Context: an optimization exercise on an open-source flow, tuned for small area and a short achievable clock period. The choices shown serve that exercise and are no tape-out recipe.
At most, simulation tests tie the RTL to the original design; equivalence was not proved.
Power is estimated from default activity; no workload was simulated.

==> try-yarrow: inputs <==
==> flow/design.v <==
`timescale 1ns / 1ps
module alu128_top(
    input  logic         clk,
    input  logic [127:0] op1,
    input  logic [127:0] op2,
    input  logic [2:0]   opsel,
    input  logic         mode,
    output logic [127:0] result
    );
    logic [127:0] op1_q;
    logic [127:0] op2_q;
    logic [2:0]   opsel_q;
    logic         mode_q;
    logic [127:0] result_d;
    always_ff @(posedge clk) begin
        op1_q   <= op1;
        op2_q   <= op2;
        opsel_q <= opsel;
        mode_q  <= mode;
        result  <= result_d;
    end
    midterm128bit ALU (
        .op1(op1_q),
        .op2(op2_q),
        .opsel(opsel_q),
        .mode(mode_q),
        .result(result_d)
    );
endmodule

module complementer(input A, output Y);
    assign Y = ~A;
endmodule
module mux2to1(input logic A, input logic B, input logic sel, output Y);
    assign Y = sel ? B : A;
endmodule
module fulladder(input logic thing_a, thing_b, thing_cin, output logic arith_result, arith_Cout);
    assign arith_result = thing_a ^ thing_b ^ thing_cin;
    assign arith_Cout = (thing_a & thing_b) | (thing_cin & (thing_a ^ thing_b));
endmodule
module alu_mux2i(input logic s, input logic a0, input logic a1, output logic y);
    assign y = ~(s ? a1 : a0);
endmodule
module alu_xnor2(input logic a, input logic b, output logic y);
    assign y = ~(a ^ b);
endmodule
module alu_nand2(input logic a, input logic b, output logic y);
    assign y = ~(a & b);
endmodule
module alu_nor2(input logic a, input logic b, output logic y);
    assign y = ~(a | b);
endmodule
module alu_o22ai(input logic a1, input logic a2, input logic b1, input logic b2, output logic y);
    assign y = ~((a1 | a2) & (b1 | b2));
endmodule
module midterm1bit(
    input  logic a, b, cin, y0n, y1n, kp, kpn, kgn, kc,
    output logic r, cout
    );
    logic y, pn, gn, pk, x, u, vn;
    alu_mux2i ys(.s(b), .a0(y0n), .a1(y1n), .y(y));           
    alu_xnor2 pp(.a(a), .b(y), .y(pn));                        
    alu_nand2 gg(.a(a), .b(y), .y(gn));                        
    alu_nor2  pq(.a(pn), .b(kpn), .y(pk));                     
    alu_nand2 cx(.a(pk), .b(cin), .y(x));                      
    alu_nand2 co(.a(x), .b(gn), .y(cout));                     
    alu_o22ai uu(.a1(pn), .a2(kpn), .b1(gn), .b2(kgn), .y(u));  
    alu_nand2 vv(.a(cin), .b(kc), .y(vn));                     
    alu_xnor2 rs(.a(u), .b(vn), .y(r));                        
endmodule
module midterm128bit(
    input  logic [127:0] op1,
    input  logic [127:0] op2,
    input  logic [2:0]   opsel,
    input  logic         mode,
    output logic [127:0] result
    );
    logic y0n, y1n, cin, kp, kg, kc;
    always_comb begin
        kp = 1'b1; kg = 1'b0; kc = 1'b1; cin = 1'b0;
        y0n = 1'b1; y1n = 1'b0;
        if (!mode) begin
            case (opsel)
                3'b001: begin y0n = 1'b0; y1n = 1'b1; end                     
                3'b011: begin y0n = 1'b0; y1n = 1'b1; cin = 1'b1; end         
                3'b010, 3'b100: begin y0n = 1'b1; y1n = 1'b1; end             
                3'b101: begin y0n = 1'b0; y1n = 1'b0; end                     
                default: ;                                                     
            endcase
        end else begin
            kc = 1'b0;
            case (opsel)
                3'b000: begin kp = 1'b0; kg = 1'b1; end                       
                3'b001: kg = 1'b1;                                             
                3'b010: ;                                                      
                3'b011: begin y0n = 1'b0; y1n = 1'b0; end                     
                default: begin kp = 1'b0; kc = 1'b1; y0n = 1'b0; y1n = 1'b0; end  
            endcase
        end
    end
    logic [128:0] c;    
    assign c[0] = cin;
    genvar i;
    for (i = 0; i < 128; i++) begin : bit_
        midterm1bit M(
            .a(op1[i]), .b(op2[i]), .cin(c[i]), .y0n(y0n), .y1n(y1n),
            .kp(kp), .kpn(~kp), .kgn(~kg), .kc(kc), .r(result[i]), .cout(c[i+1]));
    end
endmodule
==> flow/flow/run.sh <==
#!/bin/bash
# Layout flow: the standard ORFS flow (standard.sh) with the I/O port
# buffers made the smallest buffer, sky130_fd_sc_hd__buf_1.
set -euo pipefail
cd "$(dirname "$0")/.."
export BUFFER_PORTS_ARGS="-buffer_cell sky130_fd_sc_hd__buf_1"
bash standard.sh > orfs_make.log 2>&1
==> flow/standard.sh <==
#!/bin/bash
# synth_recipe.tcl (not shown) runs the flow's synth.tcl, then flattens the netlist and writes it again
# the make line also repeats each setting of config.mk as NAME=value (left out here)
make -C /OpenROAD-flow-scripts/flow DESIGN_CONFIG=/design/flow/config.mk WORK_HOME=/design/flow/orfs CLKGATE_MAP_FILE= SYNTH_SCRIPT=/design/flow/synth_recipe.tcl "${@:-finish}"
==> flow/config.mk <==
export PLATFORM = sky130hd
export DESIGN_NAME = alu128_top
export DESIGN_NICKNAME = alu128_top
export VERILOG_FILES = /design/flow/design.v
export SDC_FILE = /design/flow/constraint.sdc
export NUM_CORES = 8
export LEC_CHECK = 0
export CAP_MARGIN = 20
export CORE_MARGIN = 2
export CORE_UTILIZATION = 40
export SLEW_MARGIN = 20
export SYNTH_HIERARCHICAL = 1
==> flow/constraint.sdc <==
create_clock -name core_clock -period 80.0 [get_ports {clk}]
set_input_delay 16.0000 -clock core_clock [delete_from_list [all_inputs] [get_ports {clk}]]
set_output_delay 16.0000 -clock core_clock [all_outputs]
set_load 0.01 [all_outputs]
==> inputs of try-amber, as changes to try-yarrow <==
==> flow/design.v, changed modules only <==
module midterm1bit(
    input  logic a, b, cin, y0n, y1n, kp, kpn, kgn, kc,
    output logic r, cout, pk, gn
    );
    logic y, pn, x, u, vn;
    alu_mux2i ys(.s(b), .a0(y0n), .a1(y1n), .y(y));           
    alu_xnor2 pp(.a(a), .b(y), .y(pn));                        
    alu_nand2 gg(.a(a), .b(y), .y(gn));                        
    alu_nor2  pq(.a(pn), .b(kpn), .y(pk));                     
    alu_nand2 cx(.a(pk), .b(cin), .y(x));                      
    alu_nand2 co(.a(x), .b(gn), .y(cout));                     
    alu_o22ai uu(.a1(pn), .a2(kpn), .b1(gn), .b2(kgn), .y(u));  
    alu_nand2 vv(.a(cin), .b(kc), .y(vn));                     
    alu_xnor2 rs(.a(u), .b(vn), .y(r));                        
endmodule
module alu_carry(input logic pk, input logic gn, input logic c, output logic cout);
    logic x;
    alu_nand2 cx(.a(pk), .b(c), .y(x));
    alu_nand2 co(.a(x), .b(gn), .y(cout));
endmodule
module alu_inv(input logic a, output logic y);
    assign y = ~a;
endmodule
module alu_skip(input logic z, input logic allp, input logic c, output logic cout);
    assign cout = z | (allp & c);
endmodule
module alu_and_reduce #(parameter int N = 2) (input logic [N-1:0] a, output logic y);
    assign y = &a;
endmodule
module alu_ctrl(
    input  logic [2:0] opsel,
    input  logic       mode,
    output logic       y0n, y1n, cin, kp, kpn, kgn, kc
    );
    logic kg;
    always_comb begin
        kp = 1'b1; kg = 1'b0; kc = 1'b1; cin = 1'b0;
        y0n = 1'b1; y1n = 1'b0;
        if (!mode) begin
            case (opsel)
                3'b001: begin y0n = 1'b0; y1n = 1'b1; end                     
                3'b011: begin y0n = 1'b0; y1n = 1'b1; cin = 1'b1; end         
                3'b010, 3'b100: begin y0n = 1'b1; y1n = 1'b1; end             
                3'b101: begin y0n = 1'b0; y1n = 1'b0; end                     
                default: ;                                                     
            endcase
        end else begin
            kc = 1'b0;
            case (opsel)
                3'b000: begin kp = 1'b0; kg = 1'b1; end                       
                3'b001: kg = 1'b1;                                             
                3'b010: ;                                                      
                3'b011: begin y0n = 1'b0; y1n = 1'b0; end                     
                default: begin kp = 1'b0; kc = 1'b1; y0n = 1'b0; y1n = 1'b0; end  
            endcase
        end
    end
    assign kpn = ~kp;
    assign kgn = ~kg;
endmodule
module midterm128bit(
    input  logic [127:0] op1,
    input  logic [127:0] op2,
    input  logic [2:0]   opsel,
    input  logic         mode,
    output logic [127:0] result
    );
    localparam int NF = 16;
    logic [1:0] y0n, y1n, cin, kp, kpn, kgn, kc;
    for (genvar j = 0; j < 2; j++) begin : ctl
        alu_ctrl C(.opsel(opsel), .mode(mode), .y0n(y0n[j]), .y1n(y1n[j]), .cin(cin[j]),
                   .kp(kp[j]), .kpn(kpn[j]), .kgn(kgn[j]), .kc(kc[j]));
    end
    localparam int SK = 50, SE = 78;
    logic [128:0] c;    
    logic [127:0] pk, gn;
    logic allp, cs;
    assign c[0] = cin[0];
    genvar i;
    for (i = 0; i < 128; i++) begin : bit_
        logic ci;
        if (i == SE) begin : sk
            assign ci = cs;
        end else begin : rp
            assign ci = c[i];
        end
        localparam int H = (i < NF) ? 0 : 1;
        midterm1bit M(
            .a(op1[i]), .b(op2[i]), .cin(ci), .y0n(y0n[H]), .y1n(y1n[H]),
            .kp(kp[H]), .kpn(kpn[H]), .kgn(kgn[H]), .kc(kc[H]), .r(result[i]), .cout(c[i+1]),
            .pk(pk[i]), .gn(gn[i]));
    end
    logic [SE:SK+1] z;
    alu_inv z0(.a(gn[SK]), .y(z[SK+1]));
    for (i = SK + 1; i < SE; i++) begin : zc
        alu_carry zk(.pk(pk[i]), .gn(gn[i]), .c(z[i]), .cout(z[i+1]));
    end
    alu_and_reduce #(.N(SE - SK)) ap(.a(pk[SE-1:SK]), .y(allp));
    alu_skip sk(.z(z[SE]), .allp(allp), .c(c[SK]), .cout(cs));
endmodule
==> flow/flow/run.sh (replaced) <==
#!/bin/bash
# Layout flow: the standard ORFS flow (standard.sh) with the I/O port
# buffers made the smallest buffer, sky130_fd_sc_hd__buf_1, and a clock tree
# without dummy loads.
set -euo pipefail
cd "$(dirname "$0")/.."
export BUFFER_PORTS_ARGS="-buffer_cell sky130_fd_sc_hd__buf_1"
export CTS_ARGS="-sink_clustering_enable -repair_clock_nets -dont_use_dummy_load -sink_clustering_size 32 -sink_clustering_max_diameter 80"
bash standard.sh > orfs_make.log 2>&1
--- a/flow/config.mk
+++ b/flow/config.mk
@@ -7,6 +7,7 @@
 export LEC_CHECK = 0
 export CAP_MARGIN = 20
 export CORE_MARGIN = 2
-export CORE_UTILIZATION = 40
+export CORE_UTILIZATION = 50
+export PLACE_DENSITY = 0.65
 export SLEW_MARGIN = 20
 export SYNTH_HIERARCHICAL = 1
==> qor summary <==
quantity	try-yarrow	try-amber
CTS clk-pin slew, worst paths	0.06 ns	0.11 ns
Result of the run	complete, no violations	complete, no violations
Final core occ	50.7%	59.1%
Layout clock buffer count	56	17
Start-to-end type of the worst setup path	reg -> reg	reg -> out
Achievable Freq	51.8 MHz	58.7 MHz
Cell Pwr Density	29.2 mW/mm^2	24.7 mW/mm^2
Iteration-0 DRC Markers	455	727
Largest driver fanout on the critical path	12	1
Combinational power	0.105 mW	0.108 mW
Antenna diodes	6	7
Non-CTS buffers	396	398
Comb power frac	20.0%	25.0%
No functional check of the RTL was part of try-yarrow.

-- static timing again, ports no longer ideal --
In the flow no input, the clock included, has a driving cell. The finished layouts below were timed again as built, in two steps. Step 1 assumes that a clkbuf_16 drives the clock port and a buf_2 every other input. Step 2 also shifts input and output timing later by t, the mid clock arrival at the registers, as if the neighbouring blocks saw the same clock. a / b / c = no drivers / after step 1 / after step 2; a / b = the first two.
run	t, ns	setup WS [ns]	slew at the worst register clock pin (ns)	worst slew at a driven data input, ns
try-yarrow	0.597	60.702 / 60.702 / 60.702	0.06 / 0.06	0.08
try-amber	0.558	62.950 / 62.900 / 63.458	0.11 / 0.11	0.09
After both steps setup and hold are still met in every run listed.
